What follows belongs to an exercise in optimizing a design on an open flow for small area, a short achievable clock period and few clock cycles; a production flow would make more cautious choices. RTL that was checked went through simulation tests only; none was proved equivalent to the original. For runs 2 to 5 and 9, only the layout was checked, not whether the RTL still works. No activity file was given, so power comes from the tool's default toggle rates.

==> flow/design.v <==
`timescale 1ns / 1ps
module Bin2BCD(
    input clk,
    input rst,
    input en,
    input [11:0] bin_d_in,
    output [15:0] bcd_d_out,
    output rdy
    );
    parameter IDLE = 3'b000;
    parameter SETUP = 3'b001;
    parameter ADD = 3'b010;
    parameter SHIFT = 3'b011;
    parameter DONE = 3'b100;
    reg [11:0] bin_data;
    reg [27:0] bcd_data;
    reg [2:0] state;
    reg busy;
    reg [3:0] sh_counter;
    reg [1:0] add_counter;
    reg result_rdy;
    always @(posedge clk)
        if(rst)
            begin
                state <= IDLE;
                busy <= 0;
                sh_counter <= 0;
                add_counter <= 0;
                result_rdy <= 0;
            end
        else
        begin
            if(en)
                begin
                    if(~busy)
                        begin
                        bcd_data <= {16'b0, bin_d_in};
                        state <= SETUP;
                        end
                end
            case(state)
                IDLE:
                    begin
                        result_rdy <=0;
                        busy <= 0;
                    end
                SETUP:
                    begin
                        busy <= 1;
                        state <= ADD;
                    end
                ADD:
                    begin
                    case(add_counter)
                        0:
                            begin
                                if(bcd_data[15:12] > 4)
                                begin
                                    bcd_data[27:12] <= bcd_data[27:12] + 3;
                                end
                                add_counter <= add_counter + 1;
                            end
                        1:
                            begin
                                if(bcd_data[19:16] > 4)
                                begin
                                    bcd_data[27:16] <= bcd_data[27:16] + 3;
                                end
                                add_counter <= add_counter + 1;
                            end
                        2:
                            begin
                                if((add_counter == 2) && (bcd_data[23:20] > 4))
                                begin
                                    bcd_data[27:20] <= bcd_data[27:20] + 3;
                                end
                                add_counter <= add_counter + 1;
                            end
                        3:
                            begin
                                if((add_counter == 3) && (bcd_data[27:24] > 4))
                                begin
                                    bcd_data[27:24] <= bcd_data[27:24] + 3;
                                end
                                add_counter <= 0;
                                state   <= SHIFT;
                            end
                    endcase
                    end
                SHIFT:
                    begin
                    sh_counter <= sh_counter + 1;
                    bcd_data <= bcd_data <<1;
                    if (sh_counter == 11)
                        begin
                            sh_counter <= 0;
                            state <= DONE;
                        end
                    else
                        begin
                            state <= ADD;
                        end
                    end
                DONE:
                    begin
                        result_rdy <= 1;
                        state <= IDLE;
                    end
                    default:
                        begin
                            state <= IDLE;
                        end
             endcase
        end
        assign bcd_d_out = bcd_data[27:12];
        assign rdy = result_rdy;
endmodule
==> flow/run.sh <==
#!/bin/bash
# synth_recipe.tcl (not shown) runs the flow's synth.tcl, then flattens the netlist and writes it again
# the make line also repeats each setting of config.mk as NAME=value (left out here)
make -C /OpenROAD-flow-scripts/flow DESIGN_CONFIG=/design/flow/config.mk WORK_HOME=/design/flow/orfs CLKGATE_MAP_FILE= SYNTH_SCRIPT=/design/flow/synth_recipe.tcl finish
==> flow/config.mk <==
export PLATFORM = sky130hd
export DESIGN_NAME = Bin2BCD
export DESIGN_NICKNAME = Bin2BCD
export VERILOG_FILES = /design/flow/design.v
export SDC_FILE = /design/flow/constraint.sdc
export NUM_CORES = 4
export LEC_CHECK = 0
export CAP_MARGIN = 20
export CORE_MARGIN = 2
export CORE_UTILIZATION = 40
export SLEW_MARGIN = 20
==> flow/constraint.sdc <==
create_clock -name core_clock -period 3.0 [get_ports {clk}]
set_input_delay 0.6000 -clock core_clock [delete_from_list [all_inputs] [get_ports {clk}]]
set_output_delay 0.6000 -clock core_clock [all_outputs]
set_load 0.01 [all_outputs]
==> metrics.yaml, run 1 <==
critPathCaptureType: "register"
antenna_cells: 0
drt-pass1-iter-count: 5
dp.cells: 522
io_buffers: 31
avgRoutedWirePerCell_um: 17.7
hpwl_um: 6550
drc: 0
p_sw_uw: 511
synth-edff-count: 28
final_cells: 530
ctsHoldBuffers: 0
power.density_nw_per_um2: 401
die_h_um: 96.1
synth_nets: 454
ant_nets: 0
clkSinkCount: 39
async_flop_share_pct: 0
nets: 455
tns_ns: 0
io_pins: 32
initial_core_util_pct: 41.3
layout-drive-gt1-share_pct: 6.82
viasPerCell: 5.96
fin_skew_ns: 0.0131
use_met3_pct: 3.76
vdd_ir_drop_max_mv: 0.204
grtUsageMet2_pct: 33.4
final_cell_mix: "68 x nand2_1, 31 x clkdlybuf4s50_1, 30 x a21oi_1, 28 x edfxtp_1, 26 x o21ai_0"
p_seq_share_pct: 46.1
cts_resized: 0
area_delta_synth_final_pct: 9.15
final_common_cell: "nand2_1"
p_sw_share_pct: 34.4
cts_tree: "built"
crit_required_ns: 3.06
critical_path_arrival_ns: 2.53
clk_latency_ns: 0.31
status: "finished clean"
p_leak_uw: 0.00138
dieArea_um2: 9230
placementRows: 33
synthFlopType: "edfxtp_1"
register_area_um2: 1060
place_congestion: 0.903
grt_pass1_vias: 2876
multi_input_area_um2: 1910
clkTransAtPathRegs_ns: 0.10
hp-start: "sh_counter[1]"
synth_area_um2: 3390
syn_inst: 423
fin_crit_sh_pct: 82.5
routed_wl_um: 9400
rsz0062_at_grt: "false"
grt_pass1_wl_um: 14900
use_met1_pct: 28.8
grt_max_degree: 18
fmax_ghz: 0.404
ys_seq_area_share_pct: 31.3
internal_power_uw: 973
period_minus_slack_ns: 2.47
grt_usage_pct: 21.3
synth_cell_types: 64
final-setup-viol-count: 0
startpoint: "bcd_data[20]"
antenna_found_initial: 0
maxSlewHeadroom_pct: 55.8
dieWidth_um: 96.1
syn_area_per_cell_um2: 8.01
report.final.slew_viol_count: 0
synth-seq-cells: 39
gr-total-overflow: 0
hold_class: "register to register"
clock_path_buffers: 2
top_usage_layer: "met2"
r2r-start: "bcd_data[20]"
htreeDepth: 2
drt_first_iter_violations: 359
hold_viol: 0
fill_cells: 804
worst_pin_slew_ns: 0.663
combinationalPowerShare_pct: 26.0
ys_warn_count: 1
crit_fanout: 11
start_kind: "register"
cts_root_buffer: "clkbuf_8"
coreArea_um2: 8220
max-cap-violations: 0
vias: 3160
numCtsBuffers: 5
post_cts_buffers: 0
path_class: "register to register"
pwr-share-clk_pct: 28.0
[per-layer routing]
metal	part of all wire, %	vias to the layer above
met1	44	1461
li1	-	1526
met3	7.5	26
met5	0	-
met4	3.0	0
met2	46	147
[sequential cells by signal (all words and copies together), names as in the netlist]
signal and cells:
result_rdy 1, busy 1, state 3, bcd_data 28
add_counter 2, sh_counter 4
[synthesized netlist by cell type (4+ instances only)]
cell | count | area, µm²
xnor2_1 | 5 | 43.8
a21oi_1 | 30 | 150
nor2_1 | 22 | 82.6
a221oi_1 | 4 | 35.0
o31ai_1 | 5 | 37.5
inv_1 | 22 | 82.6
ha_1 | 16 | 200
o211ai_1 | 6 | 45.0
nor3_1 | 12 | 60.1
dfxtp_1 | 11 | 220
o21ai_0 | 26 | 130
o2111ai_1 | 4 | 35.0
a211oi_1 | 4 | 30.0
buf_6 | 7 | 78.8
nand2b_1 | 8 | 50.1
o22ai_1 | 5 | 31.3
nand2_1 | 68 | 255
buf_2 | 7 | 35.0
edfxtp_1 | 28 | 841
o221ai_1 | 4 | 35.0
buf_4 | 17 | 128
clkbuf_1 | 17 | 63.8
nand3_1 | 9 | 45.0
and3_1 | 6 | 37.5
a31oi_1 | 12 | 75.1
nor2b_1 | 7 | 43.8
nor4_1 | 6 | 37.5
[worst paths after layout]
path / slack (ns) / depth (start not counted) / to
worst min-delay path: 0.48 / 2 / sh_counter[1]
worst max-delay path: 0.53 / 7 / bcd_data[26]
worst max register to register: 0.53 / 7 / bcd_data[26]
worst min register to register: 0.48 / 2 / sh_counter[1]
[final cells by class]
| cell class | instances | share of cell area, % |
|---|---|---|
| Clock buffer | 6 | 2.23 |
| Inverter | 23 | 2.40 |
| Sequential cell | 39 | 28.7 |
| Tap cell | 105 | 3.55 |
| Multi-Input combinational cell | 311 | 51.7 |
| Clock inverter | 2 | 0.406 |
| Timing Repair Buffer | 44 | 11.0 |
[metrics by stage]
stage | power, µW | hold WS [ns] | setup slack (ns) | utilization, % | cell area (µm²)
final | 1480 | 0.479 | 0.526 | 45.0 | 3700
after global routing | 1560 | 0.518 | 0.363 | 45.0 | 3700
after CTS | 1480 | 0.483 | 0.585 | 45.0 | 3700
after detailed placement | 1070 | 0.471 | 0.576 | 43.8 | 3600
after global placement | 1070 | 0.463 | 0.637 | 43.8 | 3600
after floorplan | 969 | 0.453 | 0.924 | - | 3390
[worst max-delay path: stages, from the launching register on]
cell and delay [ns]:
edfxtp_1 0.59, inv_1 0.20, ha_1 0.28, nand2b_1 0.18
a32oi_2 0.34, a31oi_1 0.20, o31ai_1 0.32, a31oi_1 0.12
[power groups by stage]
stage	logic [µW]	registers (µW)	clock network [µW]
floorplan	319	650	0
finish	386	683	415
global placement	379	694	0
global route	425	692	444
detailed placement	380	695	0
CTS	381	683	420
[cells by family after synthesis]
group,Yosys count,synth area share (%)
AO/OA/AOI/OAI,125,24.8
multiplexers,3,0.923
AND/OR/NAND/NOR,159,22.7
buffers and inverters,73,12.3
XOR/XNOR,8,2.07
flip-flops,39,31.3
adder cells (fa/ha/maj),16,5.91
Testbench counts, summed over its fixed seeds: cycles 131,072.
==> inputs of run 2 (changes only) <==
==> flow/design.v (replaced) <==
module Bin2BCD(
    input clk,
    input rst,
    input en,
    input [11:0] bin_d_in,
    output [15:0] bcd_d_out,
    output rdy
    );
    reg [11:0] bin_q;
    reg        rdy_q;
    always @(posedge clk) begin
        if (en) bin_q <= bin_d_in;
        rdy_q <= en & ~rst;
    end
    function [3:0] add3(input [3:0] d);
        add3 = (d > 4) ? d + 4'd3 : d;
    endfunction
    reg [27:0] s;
    integer i;
    always @* begin
        s = {16'b0, bin_q};
        for (i = 0; i < 12; i = i + 1) begin
            s[15:12] = add3(s[15:12]);
            s[19:16] = add3(s[19:16]);
            s[23:20] = add3(s[23:20]);
            s[27:24] = add3(s[27:24]);
            s = s << 1;
        end
    end
    assign bcd_d_out = s[27:12];
    assign rdy = rdy_q;
endmodule
==> metrics.yaml, run 2 <==
synth-seq-cells: 13  # -67%
final_area_um2: 5950  # +61%
cp_num_buf_inv: 5  # +4
largest_registers: "bin_q: 12 flops, rdy_q: 1 flops"
synth_cell_types: 90  # +41%
dieWidth_um: 90.6  # -5.6%
final_cell_mix: "213 x buf_4, 29 x nor2_1, 21 x buf_6, 16 x clkdlybuf4s50_1, 15 x nand2_1"
grt_pass1_vias: 4044  # +41%
clock_path_buffers: 2  # unchanged
p_sw_share_pct: 45.4  # +11 points
final_common_cell: "buf_4"
hpwl_um: 7840  # +20%
slowest_stage: "or3b_4"
cts_tree: "built"
register_area_um2: 380  # -64%
multi_input_area_um2: 3210  # +68%
antenna_cells: 0  # unchanged
grt_usage_pct: 26.3  # +5.0 points
p_seq_share_pct: 3.5  # -43 points
viasPerCell: 5.94  # -0.44%
postLayoutCoreUtil_pct: 82.1  # +37 points
vias: 4381  # +39%
p_sw_uw: 2940  # +480%
antenna_found_initial: 0  # unchanged
synthTopCellsByCount: "40 x nor2_1, 22 x nand2_1, 21 x inv_1"
routed_wl_um: 13000  # +38%
numCtsBuffers: 3  # -2
layout-drive-gt1-share_pct: 61.3  # +55 points
die_h_um: 90.6  # -5.6%
grt_pass1_wl_um: 18400  # +24%
vdd_ir_drop_max_mv: 1.15  # +460%
hold_class: "input port to register"
start_kind: "register"
clkSinkCount: 13  # -67%
synth.top_cell.area_share_pct: 12.0  # -13 points
hold_viol: 0  # unchanged
top_register: "bin_q"
grt_max_degree: 14  # -4
period_minus_slack_ns: 6.54  # +4.07 ns
initial_core_util_pct: 41.4  # +0.13 points
area_delta_synth_final_pct: 98.4
whs_ns: 0.870  # +0.390 ns
fill_cells: 442  # -45%
fmax_ghz: 0.153  # -62%
rsz0062_at_grt: "true"
status: "finished with violations"
syn_inst: 393  # -7.1%
maxSlewHeadroom_pct: 48.6  # -7.2 points
pwr-share-clk_pct: 2.7  # -25 points
combinationalPowerShare_pct: 93.9  # +68 points
crit_required_ns: 2.40  # -0.66 ns
crit_fanout: 8  # -3
drt-pass1-iter-count: 5  # unchanged
final-setup-viol-count: 14  # +14
coreArea_um2: 7250  # -12%
synth-edff-count: 12  # -57%
dieArea_um2: 8210  # -11%
cp.depth: 29  # +22
cpMostUsedCell: "ha_4"
synth_area_um2: 3000  # -11%
fin_crit_sh_pct: 218  # +140 points
setup_ws_ns: -3.54  # -4.07 ns
place_congestion: 0.918  # +1.6%
io_buffers: 30  # -3.2%
gr-total-overflow: 0  # unchanged
clkTransAtPathRegs_ns: 0.08  # -0.02 ns
synth_area_leaders: "edfxtp_1 12%, ha_1 7.5%, nor2_1 5.0%, mux2i_1 3.7%, a21oi_1 3.2%"
max-cap-violations: 0  # unchanged
finalPower_uw: 6470  # +340%
power.density_nw_per_um2: 1090  # +170%
synth_nets: 426  # -6.2%
internal_power_uw: 3530  # +260%
critPathCaptureType: "output port"
critical_path_arrival_ns: 5.94  # +3.41 ns
cpLargestDelayFamily: "simple AND/OR/NAND/NOR gates"
io_pins: 32  # unchanged
report.final.slew_viol_count: 0  # unchanged
nets: 673  # +48%
ys_warn_count: 1  # unchanged
ant_nets: 0  # unchanged
syn_area_per_cell_um2: 7.64  # -4.7%
avgRoutedWirePerCell_um: 17.5  # -1.0%
postPlaceCellArea_um2: 4920  # +37%
placementRows: 31  # -6.1%
htreeDepth: 1  # -1
path_class: "register to output port"
violations: "negative setup slack"
synth_largest_area_cell: "edfxtp_1"
p_leak_uw: 0.00257  # +86%
largest_reg_flops: 12  # -57%
place_ws_ns: -3.82  # -4.40 ns
drc: 0  # unchanged
synthFlopType: "edfxtp_1"
async_flop_share_pct: 0  # unchanged
cts_root_buffer: "clkbuf_8"
slowest_delay_ns: 0.43  # -0.16 ns
worst_pin_slew_ns: 0.769  # +0.106 ns
whs_path_depth: 2  # unchanged
ys_seq_area_share_pct: 12.7  # -19 points
synth.most_common_cell: "nor2_1"
drt_first_iter_violations: 271  # -25%
==> run 2: cells by family (layout without fill, tap and decap cells) <==
logic type | after synthesis | count (layout) | synth area share (%)
AOI/OAI and AO/OA | 146 | 146 | 37.2
and+or+nand+nor | 142 | 142 | 25.8
buffers and inverters | 45 | 291 | 6.59
adders and majority gates | 21 | 21 | 8.50
muxes | 14 | 14 | 4.79
DFF | 13 | 13 | 12.7
xor gates and xnor gates | 11 | 11 | 4.29
other | 1 | 1 | 0.125
==> run 2: power by group through the flow <==
stage / Clock (µW) / Combinational (µW) / Sequential, µW
2_1_floorplan: 0 / 2960 / 225
3_3_place_gp: 0 / 4930 / 227
3_5_place_dp: 0 / 5050 / 228
4_1_cts: 170 / 5440 / 224
5_1_grt: 180 / 6460 / 226
6_report: 172 / 6070 / 225
==> run 2: layer usage <==
metal | GRT usage [%] | vias up | part of all wire, %
met3 | 2.09 | 34 | 5.0
met5 | 0 | - | 0
li1 | - | 2032 | -
met2 | 48.6 | 200 | 52
met1 | 33.3 | 2115 | 41
met4 | 5.38 | 0 | 2.1
==> run 2: timing repair <==
item / 4_1_cts / 5_1_grt
setup buffers: 39 / 34
hold endpoints to repair: 0 / 0
pin swaps: 44 / 34
hold buffers: 0 / 0
gates resized for setup: 109 / 59
setup endpoints to repair: 14 / 14
==> run 2: path summary, 6_finish.rpt <==
check	to	startpoint	slack [ns]
max	bcd_d_out[5]	bin_q[9]	-3.54
min	rdy_q	rst	0.87
==> run 2: stage by stage <==
step,instances,TNS (ns)
final,738,-45.36
after global routing,738,-48.30
after CTS,705,-44.09
after detailed placement,663,-48.30
after global placement,663,-45.28
after floorplan,393,-39.45
==> run 2: cell type report <==
cell class | count | area share (%)
multi-input combinational | 335 | 54.0
timing repair buffer | 265 | 35.3
sequential | 13 | 6.39
tap | 99 | 2.08
inverter | 22 | 1.51
clock buffer | 3 | 0.693
clock inverter | 1 | 0.0841
==> inputs of run 3 (changes only) <==
==> flow/design.v (replaced) <==
module Bin2BCD(
    input clk,
    input rst,
    input en,
    input [11:0] bin_d_in,
    output [15:0] bcd_d_out,
    output rdy
    );
    function [3:0] add3(input [3:0] d);
        case (d)
            4'd5: add3 = 4'd8;
            4'd6: add3 = 4'd9;
            4'd7: add3 = 4'd10;
            4'd8: add3 = 4'd11;
            4'd9: add3 = 4'd12;
            default: add3 = d;
        endcase
    endfunction
    reg [27:0] s;
    integer i;
    always @* begin
        s = {16'b0, bin_d_in};
        for (i = 0; i < 12; i = i + 1) begin
            s[15:12] = add3(s[15:12]);
            s[19:16] = add3(s[19:16]);
            s[23:20] = add3(s[23:20]);
            s[27:24] = add3(s[27:24]);
            s = s << 1;
        end
    end
    reg [15:0] bcd_q;
    reg        rdy_q;
    always @(posedge clk) begin
        if (en) bcd_q <= s[27:12];
        rdy_q <= en & ~rst;
    end
    assign bcd_d_out = bcd_q;
    assign rdy = rdy_q;
endmodule
==> metrics.yaml, run 3 <==
crit_fanout: 5  # -3
hpwl_um: 5600  # -29%
hold_viol: 0  # unchanged
synth_nets: 360  # -15%
synth.top_cell.area_share_pct: 17.6  # +5.6 points
async_flop_share_pct: 0  # unchanged
finalPower_uw: 1790  # -72%
maxSlewHeadroom_pct: 56.7  # +8.1 points
syn_area_per_cell_um2: 7.42  # -2.8%
initial_core_util_pct: 40.8  # -0.60 points
die_h_um: 84  # -7.3%
tns_ns: -6.17  # +39.19 ns
synth.most_common_cell: "nor2_1"
dieWidth_um: 84  # -7.3%
largest_reg_flops: 15  # +3
rsz0062_at_grt: "true"
synth_area_um2: 2560  # -15%
synth-seq-cells: 16  # +3
final_cell_mix: "122 x buf_4, 29 x nor2_1, 25 x nand2_1, 24 x clkdlybuf4s50_1, 22 x buf_6"
critical_path_arrival_ns: 3.59  # -2.35 ns
synth-edff-count: 15  # +3
p_leak_uw: 0.00188  # -27%
ys_seq_area_share_pct: 18.4  # +5.7 points
cts_root_buffer: "clkbuf_8"
synth_compound_area_share_pct: 37.6  # +0.40 points
drt-pass1-iter-count: 4  # -1
yosys.area_share.simple_pct: 28.2  # +2.4 points
clkTransAtPathRegs_ns: 0.06  # -0.02 ns
nets: 511  # -24%
vias: 3281  # -25%
startpoint: "bin_d_in[11]"
top_register: "bcd_q"
synth_xor_area_share_pct: 2.39  # -1.9 points
drc: 0  # unchanged
hold_class: "input port to register"
grt_usage_pct: 24.1  # -2.2 points
setup_ws_ns: -0.605  # +2.94 ns
synth_top_family_by_area: "compound AO/OA/AOI/OAI gates"
synthAdderAreaFrac_pct: 0.782  # -7.7 points
grt_pass1_vias: 3275  # -19%
ant_nets: 0  # unchanged
crit_required_ns: 2.99  # +0.59 ns
ys_warn_count: 1  # unchanged
gr-total-overflow: 0  # unchanged
routed_wl_um: 8770  # -32%
numCtsBuffers: 3  # unchanged
clock_path_buffers: 2  # unchanged
clkSinkCount: 16  # +3
postPlaceCellArea_um2: 3780  # -23%
grt_pass1_wl_um: 14600  # -20%
io_buffers: 30  # unchanged
path_class: "input port to register"
ctsHoldBuffers: 0  # unchanged
place_congestion: 0.948  # +3.4%
status: "finished with violations"
cts_tree: "built"
fin_crit_sh_pct: 120  # -98 points
final-setup-viol-count: 14  # unchanged
io_pins: 32  # unchanged
placementRows: 29  # -6.5%
synth_largest_area_cell: "edfxtp_1"
layout-drive-gt1-share_pct: 51.9  # -9.4 points
final_area_um2: 4610  # -23%
viasPerCell: 5.74  # -3.4%
power.density_nw_per_um2: 388  # -64%
syn_inst: 345  # -12%
dieArea_um2: 7060  # -14%
report.final.slew_viol_count: 0  # unchanged
fmax_ghz: 0.277  # +81%
max-cap-violations: 0  # unchanged
violations: "negative setup slack"
synth_mux_area_share_pct: 4.59  # -0.20 points
period_minus_slack_ns: 3.60  # -2.94 ns
final_common_cell: "buf_4"
critPathCaptureType: "register"
avgRoutedWirePerCell_um: 15.3  # -13%
coreArea_um2: 6280  # -13%
vdd_ir_drop_max_mv: 0.399  # -65%
largest_registers: "bcd_q: 15 flops, rdy_q: 1 flops"
start_kind: "input port"
area_delta_synth_final_pct: 80.3
grt_max_degree: 19  # +5
synth_cell_types: 84  # -6.7%
cp-endpoint: "bcd_q[9]"
place_ws_ns: -1.16  # +2.67 ns
worst_pin_slew_ns: 0.648  # -0.121 ns
antenna_found_initial: 0  # unchanged
synthTopCellsByCount: "37 x nor2_1, 32 x o21ai_0, 30 x nand2_1"
htreeDepth: 1  # unchanged
synthFlopType: "edfxtp_1"
antenna_cells: 0  # unchanged
drt_first_iter_violations: 178  # -34%
synth_area_leaders: "edfxtp_1 18%, o21ai_0 6.3%, nor2_1 5.4%, a21oi_1 4.7%, nand2_1 4.4%"
## run 3: per-stage QoR
step / cells / hold WS, ns / utilization (%)
finish: 572 / 0.893 / 73.5
global route: 572 / 0.906 / 73.5
CTS: 564 / 0.897 / 70.1
detailed placement: 529 / 1.14 / 60.2
global placement: 529 / 1.14 / 60.2
floorplan: 345 / 0.672 / -
## run 3: final cells by class
cell class              count  area (µm²)
multi-input cells         288        2430
fillers                   425        1660
repair buffers            178        1530
flip-flops and latches     16         470
well taps                  77        96.3
clock buffers               4        55.1
inverters                   9        36.3
## run 3: how the worst min path moves through the flow
stage | depth (start not counted) | start | slack [ns] | end
5_1_grt | 2 | rst | 0.91 | rdy_q
4_1_cts | 2 | rst | 0.90 | rdy_q
3_3_place_gp | 2 | rst | 1.14 | rdy_q
3_5_place_dp | 2 | rst | 1.14 | rdy_q
6_report | 2 | rst | 0.89 | rdy_q
2_1_floorplan | 1 | rst | 0.67 | rdy_q
## run 3: timing repair
action,CTS,global route
resized for setup,97,39
pin swaps,31,22
gates cloned,3,0
buffers inserted,28,11
endpoints found under the setup margin,14,14
## run 3: power breakdown
part	switching, µW	total [µW]	internal [µW]
logic	611	1290	678
registers	10.9	319	309
clock network	65.1	181	116
total	687	1790	1100
## run 3: cells by family (layout without fill, tap and decap cells)
family                     count (synthesis)  count (layout)
AOI/OAI and AO/OA                        133             133
and+or+nand+nor                          133             134
buffers and inverters                     42             191
DFF                                       16              16
muxes                                     11              11
xor gates and xnor gates                   7               7
adders and majority gates                  2               2
other                                      1               1
## run 3: metal layers
metal | routed length, µm | GRT usage (%)
met1 | 3760 | 29.3
met2 | 4510 | 44.4
met3 | 305 | 2.08
met4 | 193 | 8.21
met5 | 0 | 0
## run 3: critical path: stages
cell	delay [ns]
buf_8	0.10
buf_6	0.12
or3b_4	0.40
a32oi_4	0.28
nor3_4	0.10
buf_6	0.14
nor2_4	0.17
nor3_4	0.06
o41ai_4	0.35
o221ai_2	0.16
or4_4	0.46
a31oi_4	0.26
nor2_4	0.10
mux2_4	0.22
o211ai_2	0.08
==> inputs of run 4 (changes only) <==
--- a/flow/design.v
+++ b/flow/design.v
@@ -17,9 +17,25 @@
         endcase
     endfunction
-    reg [27:0] s;
+    reg [21:0] a;
     integer i;
     always @* begin
-        s = {16'b0, bin_d_in};
-        for (i = 0; i < 12; i = i + 1) begin
+        a = {10'b0, bin_d_in};
+        for (i = 0; i < 8; i = i + 1) begin
+            a[15:12] = add3(a[15:12]);
+            a[19:16] = add3(a[19:16]);
+            a = a << 1;
+        end
+    end
+    reg [13:0] mid_q;    
+    reg        rdy_q;
+    always @(posedge clk) begin
+        if (en) mid_q <= a[21:8];
+        rdy_q <= en & ~rst;
+    end
+    reg [27:0] s;
+    integer j;
+    always @* begin
+        s = {6'b0, mid_q, 8'b0};
+        for (j = 0; j < 4; j = j + 1) begin
             s[15:12] = add3(s[15:12]);
             s[19:16] = add3(s[19:16]);
@@ -29,11 +45,5 @@
         end
     end
-    reg [15:0] bcd_q;
-    reg        rdy_q;
-    always @(posedge clk) begin
-        if (en) bcd_q <= s[27:12];
-        rdy_q <= en & ~rst;
-    end
-    assign bcd_d_out = bcd_q;
+    assign bcd_d_out = s[27:12];
     assign rdy = rdy_q;
 endmodule
==> metrics.yaml, run 4 <==
status: "finished with violations"
violations: "negative setup slack"
slowest_delay_ns: 0.47  # about the same
synth.top_cell.area_share_pct: 16.1  # -1.5 points
top_register: "mid_q"
synth-edff-count: 14  # -1
hpwl_um: 5710  # +2.0%
hold_viol: 0  # unchanged
ys_seq_area_share_pct: 16.9  # -1.5 points
power.density_nw_per_um2: 410  # +5.6%
period_minus_slack_ns: 3.30  # -0.303 ns
drc: 0  # unchanged
die_h_um: 84.8  # +0.97%
hold_class: "input port to register"
async_flop_share_pct: 0  # unchanged
placementRows: 29  # unchanged
tns_ns: -2.15  # +4.02 ns
dieWidth_um: 84.8  # +0.97%
grt_pass1_wl_um: 13100  # -10%
hp-start: "rst"
synth_nets: 390  # +8.3%
slowest_stage: "edfxtp_1"
htreeDepth: 1  # unchanged
rsz0062_at_grt: "true"
drt-pass1-iter-count: 5  # +1
layout-drive-gt1-share_pct: 38.8  # -13 points
fill_cells: 522  # +23%
avgRoutedWirePerCell_um: 14.7  # -4.0%
synth-seq-cells: 15  # -1
whs_path_depth: 2  # unchanged
grt_max_degree: 25  # +6
largest_reg_flops: 14  # -1
synth_area_um2: 2610  # +2.1%
synth.most_common_cell: "a21oi_1"
fmax_ghz: 0.303  # +9.2%
path_class: "register to output port"
met2_length_um: 3920  # -13%
synth_largest_area_cell: "edfxtp_1"
initial_core_util_pct: 41.1  # +0.36 points
finalPower_uw: 1640  # -8.3%
drt-met1-wl_um: 3760  # about the same
clock_path_buffers: 2  # unchanged
ant_nets: 0  # unchanged
nets: 495  # -3.1%
gr-total-overflow: 0  # unchanged
fin_crit_sh_pct: 110  # -10 points
largest_registers: "mid_q: 14 flops, rdy_q: 1 flops"
ys_warn_count: 1  # unchanged
maxSlewHeadroom_pct: 59.1  # +2.4 points
setup_ws_ns: -0.302  # +0.303 ns
cts_root_buffer: "clkbuf_8"
place_ws_ns: -0.442  # +0.714 ns
final_common_cell: "buf_4"
clkSinkCount: 15  # -1
cts_tree: "built"
numCtsBuffers: 3  # unchanged
clkTransAtPathRegs_ns: 0.06  # about the same
antenna_cells: 0  # unchanged
report.final.slew_viol_count: 0  # unchanged
synthTopCellsByCount: "30 x a21oi_1, 28 x nor2_1, 28 x o21ai_0"
synth_area_leaders: "edfxtp_1 16%, a21oi_1 5.7%, o21ai_0 5.4%, nor2_1 4.0%, nor3_1 3.8%"
final-setup-viol-count: 13  # -1
crit_required_ns: 2.40  # -0.59 ns
io_buffers: 30  # unchanged
place_congestion: 0.912  # -3.8%
coreArea_um2: 6350  # +1.2%
wl_met3_um: 404  # +32%
vias: 3310  # +0.88%
routed_wl_um: 8180  # -6.7%
max-cap-violations: 0  # unchanged
critPathCaptureType: "output port"
cp_cell_sequence: "buf_4, nor4bb_4, a21o_4, o41ai_4, and3_4, a21oi_4, a22o_1, or3_1, buf_2"
grt_usage_pct: 21.2  # -2.9 points
vdd_ir_drop_max_mv: 0.278  # -30%
crit_fanout: 5  # unchanged
p_leak_uw: 0.00159  # -15%
area_delta_synth_final_pct: 53.4
viasPerCell: 5.95  # +3.8%
final_cell_mix: "94 x buf_4, 26 x o21ai_0, 25 x a21oi_1, 24 x nor2_1, 20 x nand2_1"
start_kind: "register"
io_pins: 32  # unchanged
top_layer: "met4"
min_delay_worst_endpoint: "rdy_q"
worst_pin_slew_ns: 0.612  # -0.0358 ns
syn_area_per_cell_um2: 6.97  # -6.1%
grt_pass1_vias: 2939  # -10%
synthFlopType: "edfxtp_1"
drt_first_iter_violations: 286  # +61%
dieArea_um2: 7190  # +1.9%
antenna_found_initial: 0  # unchanged
critical_path_arrival_ns: 2.70  # -0.89 ns
synth_cell_types: 76  # -9.5%
syn_inst: 375  # +8.7%
## run 4: changes by cell type after synthesis, moves of 7 or more
cell,delta
nor3_1,+13
nand2_1,-8
nand3_1,+7
nor2b_1,+12
nor2_1,-9
## run 4: area by class of cell
type                            instances  area [µm²]  share of cell area, %
Sequential cell                        15         440                   11.0
Clock buffer                            3        41.3                   1.03
Inverter                               11        41.3                   1.03
Timing Repair Buffer                  136        1100                   27.4
Clock inverter                          1        7.51                  0.187
Multi-Input combinational cell        313        2280                   56.9
Tap cell                               77        96.3                   2.40
## run 4: report_power, final
group	switching, µW	leakage, µW	internal (µW)
clock network	69.3	0.0000217	93.2
registers	30.0	0.000145	255
logic	580	0.00142	614
total	680	0.00159	962
## run 4: metrics by stage
| stage | instances | instance area, µm² | hold WS, ns | util, % |
|---|---|---|---|---|
| 2_1_floorplan | 375 | 2610 | 0.672 | - |
| 3_3_place_gp | 525 | 3440 | 1.12 | 54.2 |
| 3_5_place_dp | 525 | 3440 | 1.14 | 54.2 |
| 4_1_cts | 549 | 3770 | 0.885 | 59.4 |
| 5_1_grt | 556 | 4010 | 0.902 | 63.1 |
| 6_report | 556 | 4010 | 0.887 | 63.1 |
## run 4: how the worst max path moves through the flow
stage	from	to	slack, ns	cells after the start
floorplan	mid_q[4]	bcd_d_out[5]	0.14	9
global placement	mid_q[4]	bcd_d_out[9]	-0.39	8
detailed placement	mid_q[4]	bcd_d_out[9]	-0.44	8
CTS	mid_q[6]	bcd_d_out[5]	-0.30	10
global route	mid_q[4]	bcd_d_out[5]	-0.40	10
finish	mid_q[6]	bcd_d_out[9]	-0.30	9
## run 4: per-layer routing
metal | track usage [%] | vias to the layer above
li1 | - | 1635
met1 | 30.0 | 1549
met2 | 35.2 | 115
met3 | 1.17 | 11
met4 | 5.77 | 0
met5 | 0 | -
## run 4: cell families (layout without fill, tap and decap cells)
family	Yosys count	count (layout)	synth area share (%)
xor gates and xnor gates	5	5	1.68
DFF	15	15	16.9
buffers and inverters	47	151	7.76
other	1	1	0.144
and+or+nand+nor	163	163	35.6
muxes	5	5	2.16
AOI/OAI and AO/OA	138	138	35.4
adders and majority gates	1	1	0.383
## run 4: what timing repair did
action | CTS | global route
setup endpoints to repair | 13 | 14
hold buffers | 0 | 0
setup buffers | 20 | 7
resized for setup | 85 | 47
pin swaps | 23 | 18
## run 4: worst max-delay path: cells and delay by family, from the launching register on
| family | cells | cell delay (ns) |
|---|---|---|
| AO/OA/AOI/OAI | 4 | 0.86 |
| buffers and inverters | 2 | 0.31 |
| flip-flops | 1 | 0.47 |
| AND/OR/NAND/NOR | 3 | 0.81 |
==> inputs of run 5 (changes only) <==
--- a/flow/design.v
+++ b/flow/design.v
@@ -17,15 +17,17 @@
         endcase
     endfunction
-    reg [21:0] a;
+    reg [27:0] a;
     integer i;
     always @* begin
-        a = {10'b0, bin_d_in};
+        a = {16'b0, bin_d_in};
         for (i = 0; i < 8; i = i + 1) begin
             a[15:12] = add3(a[15:12]);
             a[19:16] = add3(a[19:16]);
+            a[23:20] = add3(a[23:20]);
+            a[27:24] = add3(a[27:24]);
             a = a << 1;
         end
     end
-    reg [13:0] mid_q;    
+    reg [13:0] mid_q;
     reg        rdy_q;
     always @(posedge clk) begin
@@ -36,5 +38,6 @@
     integer j;
     always @* begin
-        s = {6'b0, mid_q, 8'b0};
+        s = 28'b0;
+        s[21:8] = mid_q;
         for (j = 0; j < 4; j = j + 1) begin
             s[15:12] = add3(s[15:12]);
--- a/flow/config.mk
+++ b/flow/config.mk
@@ -6,4 +6,5 @@
 export NUM_CORES = 4
 export LEC_CHECK = 0
+export ABC_AREA = 1
 export CAP_MARGIN = 20
 export CORE_MARGIN = 2
==> metrics.yaml, run 5 <==
antenna_found_initial: 0  # unchanged
fill_cells: 489  # -6.3%
status: "finished with violations"
synth_top_family_by_area: "simple AND/OR/NAND/NOR gates"
ctsHoldBuffers: 0  # unchanged
numCtsBuffers: 3  # unchanged
syn_inst: 335  # -11%
largest_reg_flops: 14  # unchanged
layout-drive-gt1-share_pct: 42.0  # +3.2 points
use_met1_pct: 20.8  # -9.3 points
cp_cell_sequence: "inv_2, nand3_1, nand2_1, nand2_2, inv_2, nand2_4, inv_4, nand2_4, nand3_4, nand3_4, nand2_4, nand2_4, nor2_4, nand3_2, nand2_2, nand2_2, o21ai_2, buf_2"
grt_max_degree: 16  # -36%
path_class: "register to output port"
synth_compound_area_share_pct: 11.5  # -24 points
viasPerCell: 4.66  # -22%
io_pins: 32  # unchanged
final_cell_mix: "62 x nand2_1, 36 x inv_1, 32 x buf_4, 31 x nor2_1, 30 x nand2_2"
synth-edff-count: 14  # unchanged
final-setup-viol-count: 2  # -11
worst_pin_slew_ns: 0.665  # +0.0532 ns
routed_wl_um: 4330  # -47%
synth_nets: 350  # -10%
clkSinkCount: 15  # unchanged
multi_input_area_um2: 1570  # -31%
maxSlewHeadroom_pct: 55.5  # -3.6 points
dieArea_um2: 5620  # -22%
cp.depth: 18  # +9
ys_seq_area_share_pct: 21.9  # +5.0 points
placementRows: 25  # -14%
place_congestion: 0.839  # -8.0%
drc: 0  # unchanged
synth_mux_area_share_pct: 0  # -2.2 points
grt_pass1_vias: 1896  # -35%
ant_nets: 0  # unchanged
dp.cells: 448  # -15%
synth_area_um2: 2010  # -23%
fmax_ghz: 0.331  # +9.3%
crit_required_ns: 2.40  # about the same
slowest_delay_ns: 0.48  # about the same
synth_largest_area_cell: "edfxtp_1"
crit_fanout: 6  # +1
largest_registers: "mid_q: 14 flops, rdy_q: 1 flops"
cts_tree: "built"
whs_path_depth: 2  # unchanged
max-cap-violations: 0  # unchanged
rsz0062_at_grt: "true"
final_common_cell: "nand2_1"
hold_class: "input port to register"
die_h_um: 74.9  # -12%
p_leak_uw: 0.00145  # -8.5%
grt_usage_pct: 16.0  # -5.2 points
cpLargestDelayFamily: "simple AND/OR/NAND/NOR gates"
grt_pass1_wl_um: 7360  # -44%
initial_core_util_pct: 42.1  # +0.92 points
synth.most_common_cell: "nand2_1"
synthFlopType: "edfxtp_1"
clock_path_buffers: 2  # unchanged
synthAdderAreaFrac_pct: 0  # -0.38 points
critical_path_arrival_ns: 2.42  # -0.28 ns
yosys.area_share.simple_pct: 53.8  # +18 points
hold_viol: 0  # unchanged
use_met3_pct: 1.47  # +0.31 points
vias: 2178  # -34%
dieWidth_um: 74.9  # -12%
violations: "negative setup slack"
setup_ws_ns: -0.0195  # +0.282 ns
io_buffers: 30  # unchanged
coreArea_um2: 4790  # -25%
avgRoutedWirePerCell_um: 9.28  # -37%
start_kind: "register"
synth_cell_types: 25  # -67%
hpwl_um: 3280  # -43%
antenna_cells: 0  # unchanged
top_register: "mid_q"
clkTransAtPathRegs_ns: 0.07  # about the same
drt_first_iter_violations: 52  # -82%
gr-total-overflow: 0  # unchanged
cpMostUsedCell: "nand2_4"
finalPower_uw: 1870  # +14%
ys_warn_count: 1  # unchanged
grtUsageMet2_pct: 28.0  # -7.2 points
synth_xor_area_share_pct: 0  # -1.7 points
register_area_um2: 440  # unchanged
final_cells: 467  # -16%
synth_area_leaders: "edfxtp_1 21%, nand2_1 15%, nand3_1 8.2%, nor2_1 8.2%, inv_1 7.6%"
htreeDepth: 1  # unchanged
drt-pass1-iter-count: 4  # -1
slowest_stage: "edfxtp_1"
critPathCaptureType: "output port"
cts_root_buffer: "clkbuf_8"
report.final.slew_viol_count: 0  # unchanged
area_delta_synth_final_pct: 44.1
nets: 416  # -16%
synthTopCellsByCount: "80 x nand2_1, 44 x nor2_1, 41 x inv_1"
cp_num_buf_inv: 4  # +2
power.density_nw_per_um2: 645  # +57%
top_usage_layer: "met2"
period_minus_slack_ns: 3.02  # -0.282 ns
synth.top_cell.area_share_pct: 20.9  # +4.8 points
fin_crit_sh_pct: 101  # -9.4 points
vdd_ir_drop_max_mv: 0.249  # -10%
syn_area_per_cell_um2: 6.01  # -14%
synth-seq-cells: 15  # unchanged
async_flop_share_pct: 0  # unchanged
-- run 5: cell count changes after synthesis, moves of 19 or more --
cell / previous run / this run
a21oi_1: 30 / 8
clkbuf_1: 23 / 0
inv_1: 9 / 41
inv_2: 0 / 23
nand2_1: 22 / 80
nand2_2: 1 / 20
nand3_1: 14 / 33
nor3_1: 20 / 1
-- run 5: what timing repair did --
| item | CTS | global route |
|---|---|---|
| resized for setup | 40 | 75 |
| endpoints found under the setup margin | 12 | 13 |
| setup buffers | 7 | 8 |
| pin swaps | 15 | 32 |
-- run 5: metal layers --
metal,up-vias,part of all wire (%)
met4,0,0.81
met2,23,51
met5,-,0
li1,1198,-
met3,4,2.2
met1,953,46
-- run 5: area by class of cell --
class,instances,share of cell area (%)
multi-input cells,254,54.0
repair buffers,63,17.8
flip-flops and latches,15,15.2
inverters,64,8.54
well taps,67,2.89
clock buffers,3,1.42
clock inverters,1,0.172
-- run 5: where the power goes --
group,switching (µW),internal [µW]
Sequential,26.2,260
Clock,70.9,92.0
Combinational,808,613
-- run 5: path summary, 6_finish.rpt --
path	startpoint	endpoint	slack (ns)
setup / recovery	mid_q[7]	bcd_d_out[7]	-0.02
hold / removal	rst	rdy_q	0.86
-- run 5: logic make-up (layout without fill, tap and decap cells) --
| group | count (synthesis) | after routing |
|---|---|---|
| other | 1 | 1 |
| buffers and inverters | 66 | 131 |
| and+or+nand+nor | 211 | 211 |
| DFF | 15 | 15 |
| AOI/OAI and AO/OA | 42 | 42 |
-- run 5: metrics by stage --
stage,utilization (%),instance area [µm²],setup WS (ns),hold WS (ns),TNS [ns]
3_5_place_dp,52.6,2520,-0.118,1.13,-0.504
2_1_floorplan,-,2010,0.526,0.671,0
5_1_grt,60.6,2900,-0.194,0.889,-1.40
3_3_place_gp,52.6,2520,-0.0749,1.12,-0.162
4_1_cts,56.0,2680,-0.193,0.858,-0.468
6_report,60.6,2900,-0.0195,0.862,-0.0389
==> inputs of run 6 (changes only) <==
--- a/flow/design.v
+++ b/flow/design.v
@@ -21,5 +21,5 @@
     always @* begin
         a = {16'b0, bin_d_in};
-        for (i = 0; i < 8; i = i + 1) begin
+        for (i = 0; i < 9; i = i + 1) begin
             a[15:12] = add3(a[15:12]);
             a[19:16] = add3(a[19:16]);
@@ -32,5 +32,5 @@
     reg        rdy_q;
     always @(posedge clk) begin
-        if (en) mid_q <= a[21:8];
+        if (en) mid_q <= a[22:9];
         rdy_q <= en & ~rst;
     end
@@ -39,6 +39,6 @@
     always @* begin
         s = 28'b0;
-        s[21:8] = mid_q;
-        for (j = 0; j < 4; j = j + 1) begin
+        s[22:9] = mid_q;
+        for (j = 0; j < 3; j = j + 1) begin
             s[15:12] = add3(s[15:12]);
             s[19:16] = add3(s[19:16]);
--- a/flow/config.mk
+++ b/flow/config.mk
@@ -10,3 +10,4 @@
 export CORE_MARGIN = 2
 export CORE_UTILIZATION = 40
+export SETUP_SLACK_MARGIN = 0.5
 export SLEW_MARGIN = 20
==> metrics.yaml, run 6 <==
nets: 395  # -5.0%
setup_ws_ns: 0.0450  # +0.0645 ns
largest_reg_flops: 14  # unchanged
viasPerCell: 4.93  # +5.6%
cp-endpoint: "bcd_d_out[7]"
gr-total-overflow: 0  # unchanged
htreeDepth: 1  # unchanged
postPlaceCellArea_um2: 2230  # -11%
place_ws_ns: -0.0564  # +0.0611 ns
slowest_delay_ns: 0.43  # -0.05 ns
p_leak_uw: 0.00146  # about the same
p_sw_share_pct: 44.7  # -3.7 points
synth_largest_area_cell: "edfxtp_1"
multi_input_area_um2: 1370  # -13%
grt_usage_pct: 20.3  # +4.3 points
initial_core_util_pct: 41.8  # -0.31 points
cp.depth: 14  # -4
ant_nets: 0  # unchanged
critical_path_arrival_ns: 2.35  # -0.07 ns
clock_path_buffers: 2  # unchanged
startpoint: "mid_q[6]"
numCtsBuffers: 3  # unchanged
p_sw_uw: 806  # -11%
antenna_cells: 0  # unchanged
dieWidth_um: 68.6  # -8.4%
ys_seq_area_share_pct: 26.4  # +4.5 points
area_delta_synth_final_pct: 71.9
antenna_found_initial: 0  # unchanged
drc: 0  # unchanged
coreArea_um2: 4000  # -16%
final_common_cell: "buf_4"
layout-drive-gt1-share_pct: 50.1  # +8.1 points
worst_pin_slew_ns: 0.729  # +0.0636 ns
grt_pass1_vias: 1924  # +1.5%
synth_nets: 301  # -14%
cpLargestDelayFamily: "compound AO/OA/AOI/OAI gates"
cts_tree: "built"
drt-pass1-iter-count: 4  # unchanged
synth_cell_types: 29  # +16%
syn_inst: 286  # -15%
synthTopCellsByCount: "78 x nand2_1, 53 x inv_1, 35 x nor2_1"
final-setup-viol-count: 0  # -2
hpwl_um: 3070  # -6.2%
dieArea_um2: 4710  # -16%
tns_ns: 0  # +0.0389 ns
synth.top_cell.area_share_pct: 25.2  # +4.3 points
synth_area_leaders: "edfxtp_1 25%, nand2_1 18%, inv_1 12%, nand3_1 8.4%, nor2_1 7.9%"
max-cap-violations: 0  # unchanged
grt_pass1_wl_um: 7410  # +0.75%
crit_required_ns: 2.40  # about the same
p_seq_share_pct: 16.6  # +1.3 points
register_area_um2: 440  # unchanged
io_buffers: 30  # unchanged
hold_viol: 0  # unchanged
vias: 2113  # -3.0%
vdd_ir_drop_max_mv: 0.288  # +15%
slowest_stage: "edfxtp_1"
grt_max_degree: 16  # unchanged
place_congestion: 0.820  # -2.3%
final_cell_mix: "54 x buf_4, 52 x nand2_1, 37 x inv_1, 22 x nand2_2, 22 x nor2_1"
whs_ns: 0.773  # -0.0888 ns
start_kind: "register"
clkTransAtPathRegs_ns: 0.06  # about the same
power.density_nw_per_um2: 627  # -2.7%
placementRows: 23  # -8.0%
combinationalPowerShare_pct: 74.2  # -1.8 points
routed_wl_um: 4910  # +13%
syn_area_per_cell_um2: 5.84  # -2.8%
synth.most_common_cell: "nand2_1"
report.final.slew_viol_count: 0  # unchanged
cp_num_buf_inv: 4  # unchanged
drt_first_iter_violations: 83  # +60%
cp_cell_sequence: "buf_4, nand2_4, nor2_4, a21oi_4, nand2_4, o21ai_4, nand2_2, nor2_4, inv_2, o211ai_1, buf_4, nand2_1, o21ai_1, buf_2"
cts_root_buffer: "clkbuf_8"
avgRoutedWirePerCell_um: 11.4  # +23%
hold_class: "input port to register"
clkSinkCount: 15  # unchanged
async_flop_share_pct: 0  # unchanged
final_area_um2: 2870  # -1.0%
synthFlopType: "edfxtp_1"
internal_power_uw: 995  # +3.1%
maxSlewHeadroom_pct: 51.2  # -4.3 points
whs_path_depth: 2  # unchanged
pwr-share-clk_pct: 9.2  # +0.5 points
postLayoutCoreUtil_pct: 71.8  # +11 points
fin_crit_sh_pct: 98.5  # -2.1 points
largest_registers: "mid_q: 14 flops, rdy_q: 1 flops"
synth_area_um2: 1670  # -17%
top_register: "mid_q"
fmax_ghz: 0.338  # +2.2%
period_minus_slack_ns: 2.95  # -0.0645 ns
status: "finished clean"
fill_cells: 328  # -33%
die_h_um: 68.6  # -8.4%
io_pins: 32  # unchanged
critPathCaptureType: "output port"
path_class: "register to output port"
ys_warn_count: 1  # unchanged
synth-seq-cells: 15  # unchanged
crit_fanout: 3  # -3
rsz0062_at_grt: "true"
synth-edff-count: 14  # unchanged
-- run 6: cell count changes after synthesis, sizes merged, moves of 3 or more --
cell   delta
nor2     -17
a21oi     -3
o21ai     +6
inv       -4
nand2    -23
nand3    -14
-- run 6: area by class of cell --
cell class | instances | area share (%)
Clock buffer | 3 | 1.44
Clock inverter | 1 | 0.174
Inverter | 60 | 8.02
Multi-Input combinational cell | 209 | 47.7
Sequential cell | 15 | 15.3
Tap cell | 50 | 2.18
Timing Repair Buffer | 91 | 25.1
-- run 6: repair_timing --
item	4_1_cts	5_1_grt
hold endpoints to repair	0	0
cloned	0	0
pin swaps	32	33
endpoints found under the setup margin	21	21
hold buffers	0	0
gates resized for setup	125	75
buffers inserted	25	8
-- run 6: power groups by stage --
stage | Clock [µW] | Sequential [µW] | Combinational (µW)
detailed placement | 0 | 295 | 957
floorplan | 0 | 291 | 526
global route | 176 | 303 | 1470
finish | 167 | 298 | 1340
global placement | 0 | 294 | 948
CTS | 168 | 297 | 1120
-- run 6: cells by family after synthesis --
kind of cell / share of synthesized area (%)
AND/OR/NAND/NOR: 41.0
buffers and inverters: 14.4
other: 0.225
flip-flops: 26.4
AO/OA/AOI/OAI: 18.0
-- run 6: routing by layer --
metal	track usage [%]	vias to the layer above	part of all wire, %
met4	8.25	0	2.3
met1	21.4	962	40
met5	0	-	0
met2	40.6	36	56
met3	1.46	11	1.9
li1	-	1104	-
-- run 6: metrics by stage --
stage / instances / power (µW)
after floorplan: 286 / 817
after global placement: 392 / 1240
after detailed placement: 392 / 1250
after CTS: 421 / 1580
after global routing: 429 / 1950
final: 429 / 1800
-- run 6: how the worst min path moves through the flow --
stage / to / slack, ns / startpoint
5_1_grt: mid_q[13] / 0.79 / bin_d_in[11]
4_1_cts: rdy_q / 0.87 / rst
3_5_place_dp: rdy_q / 1.13 / rst
3_3_place_gp: rdy_q / 1.13 / rst
6_report: mid_q[13] / 0.77 / bin_d_in[11]
2_1_floorplan: rdy_q / 0.67 / rst
Testbench counts of run 6, summed over its fixed seeds: cycles 4,096.
==> inputs of run 7 (changes only) <==
--- a/flow/config.mk
+++ b/flow/config.mk
@@ -10,4 +10,4 @@
 export CORE_MARGIN = 2
 export CORE_UTILIZATION = 40
-export SETUP_SLACK_MARGIN = 0.5
+export SETUP_SLACK_MARGIN = 0.8
 export SLEW_MARGIN = 20
==> metrics.yaml, run 7 <==
synth_mux_area_share_pct: 0  # unchanged
drc: 0  # unchanged
final_cell_mix: "43 x buf_4, 35 x nand2_2, 32 x nand2_1, 27 x inv_1, 26 x inv_2"
largest_reg_flops: 14  # unchanged
period_minus_slack_ns: 3.03  # +0.0740 ns
power.density_nw_per_um2: 645  # +2.8%
routed_wl_um: 4970  # +1.3%
cts_root_buffer: "clkbuf_8"
antenna_found_initial: 0  # unchanged
path_class: "register to output port"
final_common_cell: "buf_4"
nets: 387  # -2.0%
synth_area_um2: 1670  # unchanged
synth_cell_types: 29  # unchanged
grt_pass1_vias: 1818  # -5.5%
synthFlopType: "edfxtp_1"
place_congestion: 0.792  # -3.4%
cp_cell_sequence: "inv_2, nand2_4, nand2_4, o21ai_2, or2_4, nand2_4, inv_4, nand2_4, nand2_4, nor2_4, inv_2, o211ai_1, buf_4, buf_6, nand3_2, nand3_2, buf_6"
cts_tree: "built"
synth_xor_area_share_pct: 0  # unchanged
crit_fanout: 4  # +1
htreeDepth: 1  # unchanged
max-cap-violations: 0  # unchanged
layout-drive-gt1-share_pct: 63.9  # +14 points
hp-start: "bin_d_in[9]"
hold_class: "input port to register"
synth.top_cell.area_share_pct: 25.2  # unchanged
grt_max_degree: 16  # unchanged
area_delta_synth_final_pct: 86.7
syn_area_per_cell_um2: 5.84  # unchanged
dp.cells: 380  # -3.1%
grt_usage_pct: 19.6  # -0.71 points
postPlaceCellArea_um2: 2220  # -0.22%
synth_largest_area_cell: "edfxtp_1"
synth-edff-count: 14  # unchanged
hpwl_um: 2910  # -5.2%
vias: 2119  # +0.28%
antenna_cells: 0  # unchanged
critPathCaptureType: "output port"
synthAdderAreaFrac_pct: 0  # unchanged
synth-seq-cells: 15  # unchanged
clkTransAtPathRegs_ns: 0.07  # about the same
synth_nets: 301  # unchanged
synth_top_family_by_area: "simple AND/OR/NAND/NOR gates"
worst_pin_slew_ns: 0.696  # -0.0335 ns
die_h_um: 68.6  # unchanged
yosys.area_share.simple_pct: 41.0  # unchanged
whs_path_depth: 2  # unchanged
ys_warn_count: 1  # unchanged
fmax_ghz: 0.330  # -2.4%
hold_viol: 0  # unchanged
avgRoutedWirePerCell_um: 11.8  # +3.2%
dieArea_um2: 4710  # unchanged
io_pins: 32  # unchanged
async_flop_share_pct: 0  # unchanged
clkSinkCount: 15  # unchanged
ctsHoldBuffers: 0  # unchanged
synth.most_common_cell: "nand2_1"
min_delay_worst_endpoint: "mid_q[13]"
slowest_stage: "edfxtp_1"
placementRows: 23  # unchanged
drt-pass1-iter-count: 4  # unchanged
grt_pass1_wl_um: 7210  # -2.7%
ant_nets: 0  # unchanged
status: "finished with violations"
finalPower_uw: 2010  # +12%
numCtsBuffers: 3  # unchanged
crit_required_ns: 2.40  # about the same
report.final.slew_viol_count: 0  # unchanged
clock_path_buffers: 2  # unchanged
synth_area_leaders: "edfxtp_1 25%, nand2_1 18%, inv_1 12%, nand3_1 8.4%, nor2_1 7.9%"
drt_first_iter_violations: 40  # -52%
rsz0062_at_grt: "true"
io_buffers: 30  # unchanged
vdd_ir_drop_max_mv: 0.291  # +0.99%
largest_registers: "mid_q: 14 flops, rdy_q: 1 flops"
syn_inst: 286  # unchanged
dieWidth_um: 68.6  # unchanged
maxSlewHeadroom_pct: 53.5  # +2.2 points
p_leak_uw: 0.00148  # +1.8%
final_area_um2: 3120  # +8.6%
gr-total-overflow: 0  # unchanged
fin_crit_sh_pct: 101  # +2.5 points
final_cells: 421  # -1.9%
critical_path_arrival_ns: 2.43  # +0.08 ns
cpMostUsedCell: "nand2_4"
synthTopCellsByCount: "78 x nand2_1, 53 x inv_1, 35 x nor2_1"
tns_ns: -0.0293  # -0.0293 ns
start_kind: "register"
final-setup-viol-count: 2  # +2
setup_ws_ns: -0.0289  # -0.0740 ns
ys_seq_area_share_pct: 26.4  # unchanged
coreArea_um2: 4000  # unchanged
slowest_delay_ns: 0.43  # about the same
whs_ns: 0.791  # +0.0176 ns
violations: "negative setup slack"
top_register: "mid_q"
viasPerCell: 5.03  # +2.2%
synth_compound_area_share_pct: 18.0  # unchanged
initial_core_util_pct: 41.8  # unchanged
run 7: worst max-delay path, delay by kind of cell, from the launching register on:
kind | cells | cell delay, ns
AOI/OAI and AO/OA | 2 | 0.30
and+or+nand+nor | 9 | 0.87
DFF | 1 | 0.43
buffers and inverters | 6 | 0.57
run 7: cell type report:
cell class / count / area [µm²]
inverter: 60 / 243
fill: 270 / 882
multi-input combinational: 209 / 1620
clock buffer: 3 / 41.3
tap: 50 / 62.6
clock inverter: 1 / 5.00
sequential: 15 / 440
timing repair buffer: 83 / 702
run 7: worst max path at each step:
| stage | start | endpoint | slack [ns] | cells past startpoint |
|---|---|---|---|---|
| global placement | mid_q[4] | bcd_d_out[5] | -0.03 | 15 |
| floorplan | mid_q[6] | bcd_d_out[5] | 0.66 | 12 |
| detailed placement | mid_q[4] | bcd_d_out[5] | -0.08 | 15 |
| CTS | mid_q[8] | bcd_d_out[5] | 0.05 | 14 |
| global route | mid_q[8] | bcd_d_out[5] | -0.18 | 14 |
| finish | mid_q[4] | bcd_d_out[5] | -0.03 | 17 |
run 7: through the flow:
stage	utilization, %	worst slack (ns)
2_1_floorplan	-	0.656
4_1_cts	67.5	0.0540
6_report	77.9	-0.0289
5_1_grt	77.9	-0.179
3_3_place_gp	55.6	-0.0294
3_5_place_dp	55.6	-0.0809
run 7: metal layers:
layer	global-route usage (%)	vias up	part of all wire [%]
li1	-	1090	-
met1	23.6	992	39
met2	36.7	31	57
met3	1.30	6	2.1
met4	6.00	0	1.4
met5	0	-	0
run 7: power by group:
part | internal (µW) | total, µW | switching, µW
sequential | 272 | 300 | 28.3
clock | 92.1 | 167 | 74.8
combinational | 719 | 1540 | 825
run 7: what timing repair did:
item | 4_1_cts | 5_1_grt
pin swaps | 48 | 45
setup endpoints to repair | 22 | 21
setup buffers | 31 | 6
gates resized for setup | 153 | 113
run 7: logic make-up after synthesis:
| group | after synthesis |
|---|---|
| simple gates | 159 |
| flops | 15 |
| buf+inv | 62 |
| other cells | 1 |
| compound gates | 49 |
==> inputs of run 8 (changes only) <==
--- a/flow/config.mk
+++ b/flow/config.mk
@@ -10,4 +10,3 @@
 export CORE_MARGIN = 2
 export CORE_UTILIZATION = 40
-export SETUP_SLACK_MARGIN = 0.8
 export SLEW_MARGIN = 20
==> metrics.yaml, run 8 <==
status: "finished clean"
ys_warn_count: 1  # unchanged
worst_pin_slew_ns: 0.715  # +0.0192 ns
antenna_found_initial: 0  # unchanged
antenna_cells: 0  # unchanged
nets: 371  # -4.1%
largest_reg_flops: 14  # unchanged
synthFlopType: "edfxtp_1"
io_buffers: 30  # unchanged
grt_usage_pct: 17.0  # -2.5 points
fin_crit_sh_pct: 98.0  # -2.9 points
synth.most_common_cell: "nand2_1"
dieWidth_um: 68.6  # unchanged
synth.top_cell.area_share_pct: 25.2  # unchanged
drc: 0  # unchanged
hpwl_um: 2980  # +2.4%
clkTransAtPathRegs_ns: 0.06  # about the same
synth_nets: 301  # unchanged
routed_wl_um: 3960  # -20%
path_class: "register to output port"
maxSlewHeadroom_pct: 52.2  # -1.3 points
grt_max_degree: 16  # unchanged
final_cell_mix: "64 x nand2_1, 49 x inv_1, 36 x buf_4, 25 x nand3_1, 24 x nor2_1"
dieArea_um2: 4710  # unchanged
synthTopCellsByCount: "78 x nand2_1, 53 x inv_1, 35 x nor2_1"
synth_largest_area_cell: "edfxtp_1"
postPlaceCellArea_um2: 2240  # +0.90%
grt_pass1_vias: 1645  # -9.5%
min_delay_worst_endpoint: "rdy_q"
drt-pass1-iter-count: 4  # unchanged
clock_path_buffers: 2  # unchanged
whs_ns: 0.877  # +0.0865 ns
final_area_um2: 2480  # -20%
largest_registers: "mid_q: 14 flops, rdy_q: 1 flops"
cts_root_buffer: "clkbuf_8"
critPathCaptureType: "output port"
ant_nets: 0  # unchanged
vdd_ir_drop_max_mv: 0.207  # -29%
rsz0062_at_grt: "true"
grt_pass1_wl_um: 6350  # -12%
synth_area_um2: 1670  # unchanged
fmax_ghz: 0.340  # +3.0%
syn_area_per_cell_um2: 5.84  # unchanged
ys_seq_area_share_pct: 26.4  # unchanged
htreeDepth: 1  # unchanged
async_flop_share_pct: 0  # unchanged
synth-edff-count: 14  # unchanged
final_common_cell: "nand2_1"
die_h_um: 68.6  # unchanged
io_pins: 32  # unchanged
report.final.slew_viol_count: 0  # unchanged
coreArea_um2: 4000  # unchanged
grtUsageMet2_pct: 30.5  # -6.1 points
avgRoutedWirePerCell_um: 9.79  # -17%
use_met3_pct: 1.14  # -0.16 points
use_met1_pct: 21.4  # -2.2 points
drt_first_iter_violations: 36  # -10%
place_congestion: 0.860  # +8.6%
final-setup-viol-count: 0  # -2
synth_area_leaders: "edfxtp_1 25%, nand2_1 18%, inv_1 12%, nand3_1 8.4%, nor2_1 7.9%"
hold_class: "input port to register"
gr-total-overflow: 0  # unchanged
numCtsBuffers: 3  # unchanged
crit_required_ns: 2.40  # about the same
initial_core_util_pct: 41.8  # unchanged
synth_cell_types: 29  # unchanged
ctsHoldBuffers: 0  # unchanged
cts_tree: "built"
p_leak_uw: 0.00127  # -14%
critical_path_arrival_ns: 2.34  # -0.09 ns
placementRows: 23  # unchanged
max-cap-violations: 0  # unchanged
hp-start: "rst"
crit_fanout: 3  # -1
period_minus_slack_ns: 2.94  # -0.0883 ns
whs_path_depth: 2  # unchanged
vias: 1921  # -9.3%
hold_viol: 0  # unchanged
top_register: "mid_q"
viasPerCell: 4.74  # -5.8%
finalPower_uw: 1520  # -24%
start_kind: "register"
power.density_nw_per_um2: 613  # -5.0%
clkSinkCount: 15  # unchanged
area_delta_synth_final_pct: 48.6
layout-drive-gt1-share_pct: 33.5  # -30 points
top_usage_layer: "met2"
syn_inst: 286  # unchanged
synth-seq-cells: 15  # unchanged
-- run 8: cell count changes in the layout (fill, tap and decap cells not counted), sizes merged --
| cell | change |
|---|---|
| clkbuf | +5 |
| buf | -27 |
| dlymetal6s2s | +3 |
| clkdlybuf4s50 | +4 |
| clkinv | -1 |
-- run 8: worst max path at each step --
stage / start / endpoint / slack [ns]
after floorplan: mid_q[7] / bcd_d_out[9] / 0.41
after global placement: mid_q[4] / bcd_d_out[5] / -0.07
after detailed placement: mid_q[8] / bcd_d_out[8] / -0.13
after CTS: mid_q[4] / bcd_d_out[8] / -0.003
after global routing: mid_q[9] / bcd_d_out[5] / -0.1
final: mid_q[4] / bcd_d_out[5] / 0.06
-- run 8: cell type report --
class | count | area, µm²
Clock buffer | 4 | 45.0
Fill cell | 409 | 1520
Inverter | 60 | 228
Multi-Input combinational cell | 209 | 1170
Sequential cell | 15 | 440
Tap cell | 50 | 62.6
Timing Repair Buffer | 67 | 538
-- run 8: worst max-delay path, stage by stage (launching register included) --
cell and delay, ns:
edfxtp_1 0.41, buf_4 0.16, buf_4 0.13, nor3_2 0.18, a21oi_2 0.07, inv_1 0.13
nor2_4 0.06, o21ai_4 0.07, nand2_1 0.08, nor2_2 0.09, inv_1 0.06, o211ai_1 0.24
buf_4 0.17, nand3_2 0.06, nand3_1 0.06, buf_2 0.13
-- run 8: kinds of logic after synthesis --
group | count (synthesis) | synth area share [%]
flip-flops | 15 | 26.4
AND/OR/NAND/NOR | 159 | 41.0
AO/OA/AOI/OAI | 49 | 18.0
other | 1 | 0.225
buffers and inverters | 62 | 14.4
-- run 8: power by group --
part / leakage (µW) / total (µW) / internal (µW) / switching, µW
combinational: 0.00111 / 1060 / 476 / 583
clock: 0.0000228 / 162 / 93.8 / 68.2
sequential: 0.000145 / 301 / 272 / 29.6
-- run 8: metrics by stage --
step	setup WS, ns	setup TNS, ns	utilization [%]	std cells
2_1_floorplan	0.407	0	-	286
3_3_place_gp	-0.0661	-0.229	56.1	394
3_5_place_dp	-0.132	-0.620	56.1	394
4_1_cts	-0.00336	-0.00336	58.1	401
5_1_grt	-0.0982	-0.439	62.1	405
6_report	0.0594	0	62.1	405
-- run 8: per-layer routing --
layer | share of wire [%] | up-vias | wire (µm)
met2 | 50 | 23 | 1970
met5 | 0 | - | 0
met1 | 47 | 842 | 1870
li1 | - | 1054 | -
met3 | 2.1 | 2 | 84
met4 | 0.96 | 0 | 38
-- run 8: repair_timing --
item | 4_1_cts | 5_1_grt
setup buffers | 3 | 4
gates resized for setup | 33 | 72
endpoints found under the setup margin | 12 | 17
pin swaps | 5 | 13
==> inputs of run 9 (changes only) <==
--- a/flow/design.v
+++ b/flow/design.v
@@ -21,5 +21,5 @@
     always @* begin
         a = {16'b0, bin_d_in};
-        for (i = 0; i < 9; i = i + 1) begin
+        for (i = 0; i < 10; i = i + 1) begin
             a[15:12] = add3(a[15:12]);
             a[19:16] = add3(a[19:16]);
@@ -29,8 +29,8 @@
         end
     end
-    reg [13:0] mid_q;
+    reg [14:0] mid_q;
     reg        rdy_q;
     always @(posedge clk) begin
-        if (en) mid_q <= a[22:9];
+        if (en) mid_q <= a[24:10];
         rdy_q <= en & ~rst;
     end
@@ -39,6 +39,6 @@
     always @* begin
         s = 28'b0;
-        s[22:9] = mid_q;
-        for (j = 0; j < 3; j = j + 1) begin
+        s[24:10] = mid_q;
+        for (j = 0; j < 2; j = j + 1) begin
             s[15:12] = add3(s[15:12]);
             s[19:16] = add3(s[19:16]);
--- a/flow/config.mk
+++ b/flow/config.mk
@@ -10,3 +10,4 @@
 export CORE_MARGIN = 2
 export CORE_UTILIZATION = 40
+export SETUP_SLACK_MARGIN = 0.5
 export SLEW_MARGIN = 20
==> metrics.yaml, run 9 <==
clkSinkCount: 16  # +1
synth_nets: 301  # unchanged
finalPower_uw: 1820  # +20%
critical_path_arrival_ns: 2.63  # +0.29 ns
place_congestion: 0.837  # -2.6%
final_cell_mix: "47 x buf_4, 36 x nand2_2, 36 x nand2_1, 32 x inv_1, 20 x nor2_1"
slowest_delay_ns: 0.19  # -0.22 ns
drt-pass1-iter-count: 4  # unchanged
clkTransAtPathRegs_ns: 0.06  # about the same
startpoint: "bin_d_in[10]"
crit_fanout: 5  # +2
coreArea_um2: 4320  # +8.1%
area_delta_synth_final_pct: 85.8
fin_crit_sh_pct: 87.6  # -10 points
antenna_cells: 0  # unchanged
maxSlewHeadroom_pct: 51.7  # -0.46 points
fmax_ghz: 0.381  # +12%
yosys.area_share.simple_pct: 42.9  # +1.9 points
cts_tree: "built"
rsz0062_at_grt: "true"
synth_xor_area_share_pct: 0.494  # +0.49 points
synth_area_um2: 1770  # +6.1%
clock_path_buffers: 2  # unchanged
start_kind: "input port"
placementRows: 24  # +4.3%
final-setup-viol-count: 0  # unchanged
routed_wl_um: 5680  # +43%
synth_area_leaders: "edfxtp_1 25%, nand2_1 17%, inv_1 10%, nand3_1 6.8%, nor2_1 6.6%"
synth_compound_area_share_pct: 16.5  # -1.5 points
synth-seq-cells: 16  # +1
io_buffers: 30  # unchanged
ys_seq_area_share_pct: 26.5  # +0.17 points
hp-start: "rst"
synth_top_family_by_area: "simple AND/OR/NAND/NOR gates"
critPathCaptureType: "register"
period_minus_slack_ns: 2.63  # -0.313 ns
synth-edff-count: 15  # +1
top_register: "mid_q"
syn_area_per_cell_um2: 6.20  # +6.1%
setup_ws_ns: 0.372  # +0.313 ns
cp_cell_sequence: "buf_6, o21ai_4, nand2_4, nand2_2, nand2_2, nand3_2, nand2_2, nand2_2, nand2_4, nand2_2, nand2_2, inv_2, nor2_4, buf_4, o21ai_4, nor2_1, nand2_2, nand2_2, nand2_1, nand2_2, nand2_1, o21ai_1"
grt_pass1_vias: 2031  # +23%
viasPerCell: 5.08  # +7.1%
dieArea_um2: 4980  # +5.8%
initial_core_util_pct: 41.0  # -0.76 points
grt_pass1_wl_um: 7890  # +24%
status: "finished clean"
postLayoutCoreUtil_pct: 76.2  # +14 points
synth_mux_area_share_pct: 0  # unchanged
[run 9: cell types whose count changed after synthesis, moves of 3 or more]
cell,change
nand3_1,-4
o21ai_0,-12
o21ai_2,+5
nor2_2,+6
nor2_1,-4
o21ai_1,-3
o211ai_1,+3
o22ai_1,+3
nand2_2,+5
nor2_4,+3
inv_2,+3
inv_1,-6
[run 9: path summary, 6_finish.rpt]
kind	end	slack [ns]	cells after the start
setup / recovery	mid_q[5]	0.37	22
hold / removal	rdy_q	0.87	2
[run 9: what timing repair did]
| item | 4_1_cts | 5_1_grt |
|---|---|---|
| cloned | 0 | 0 |
| resized for setup | 119 | 141 |
| buffers inserted | 31 | 14 |
| pin swaps | 50 | 74 |
| setup endpoints to repair | 23 | 23 |
[run 9: final cells by class]
type / count / area [µm²] / share of cell area (%)
Multi-Input combinational cell: 210 / 1650 / 50.2
Timing Repair Buffer: 92 / 800 / 24.3
Sequential cell: 16 / 470 / 14.3
Inverter: 57 / 251 / 7.63
Tap cell: 52 / 65.1 / 1.97
Clock buffer: 4 / 55.1 / 1.67
[run 9: through the flow]
step	cell area [µm²]	setup TNS (ns)	cells	hold WS (ns)
finish	3290	0	431	0.874
global route	3290	0	431	0.889
floorplan	1770	0	286	0.671
global placement	2240	-1.32	382	1.12
detailed placement	2240	-1.24	382	1.13
CTS	2760	0	417	0.876
[run 9: report_power, final]
part | total [µW] | internal, µW | leakage (µW) | switching, µW
clock network | 186 | 116 | 0.0000288 | 69.6
logic | 1310 | 598 | 0.00136 | 716
registers | 324 | 298 | 0.000154 | 26.2
total | 1820 | 1010 | 0.00154 | 812
[run 9: cell families (layout without fill, tap and decap cells)]
kind of cell / Yosys count / after routing
compound gates: 44 / 44
xor+xnor: 1 / 1
buf+inv: 60 / 153
flops: 16 / 16
other cells: 1 / 1
simple gates: 164 / 164
[run 9: worst max-delay path: cells and delay by family]
kind	cells	cell delay [ns]
and+or+nand+nor	16	1.26
AOI/OAI and AO/OA	3	0.44
buffers and inverters	3	0.31
[run 9: routing by layer]
layer | track usage [%] | wire, µm
met1 | 20.6 | 2140
met2 | 36.6 | 3300
met3 | 1.71 | 105
met4 | 8.60 | 133
met5 | 0 | 0

Check on run 9: ideal ports give 0.372 ns setup slack; a clkbuf_16 on the clock port and buf_2 on the inputs give 0.364 ns; moving port delays by the midpoint clock arrival (0.268 ns) as well gives 0.096 ns.
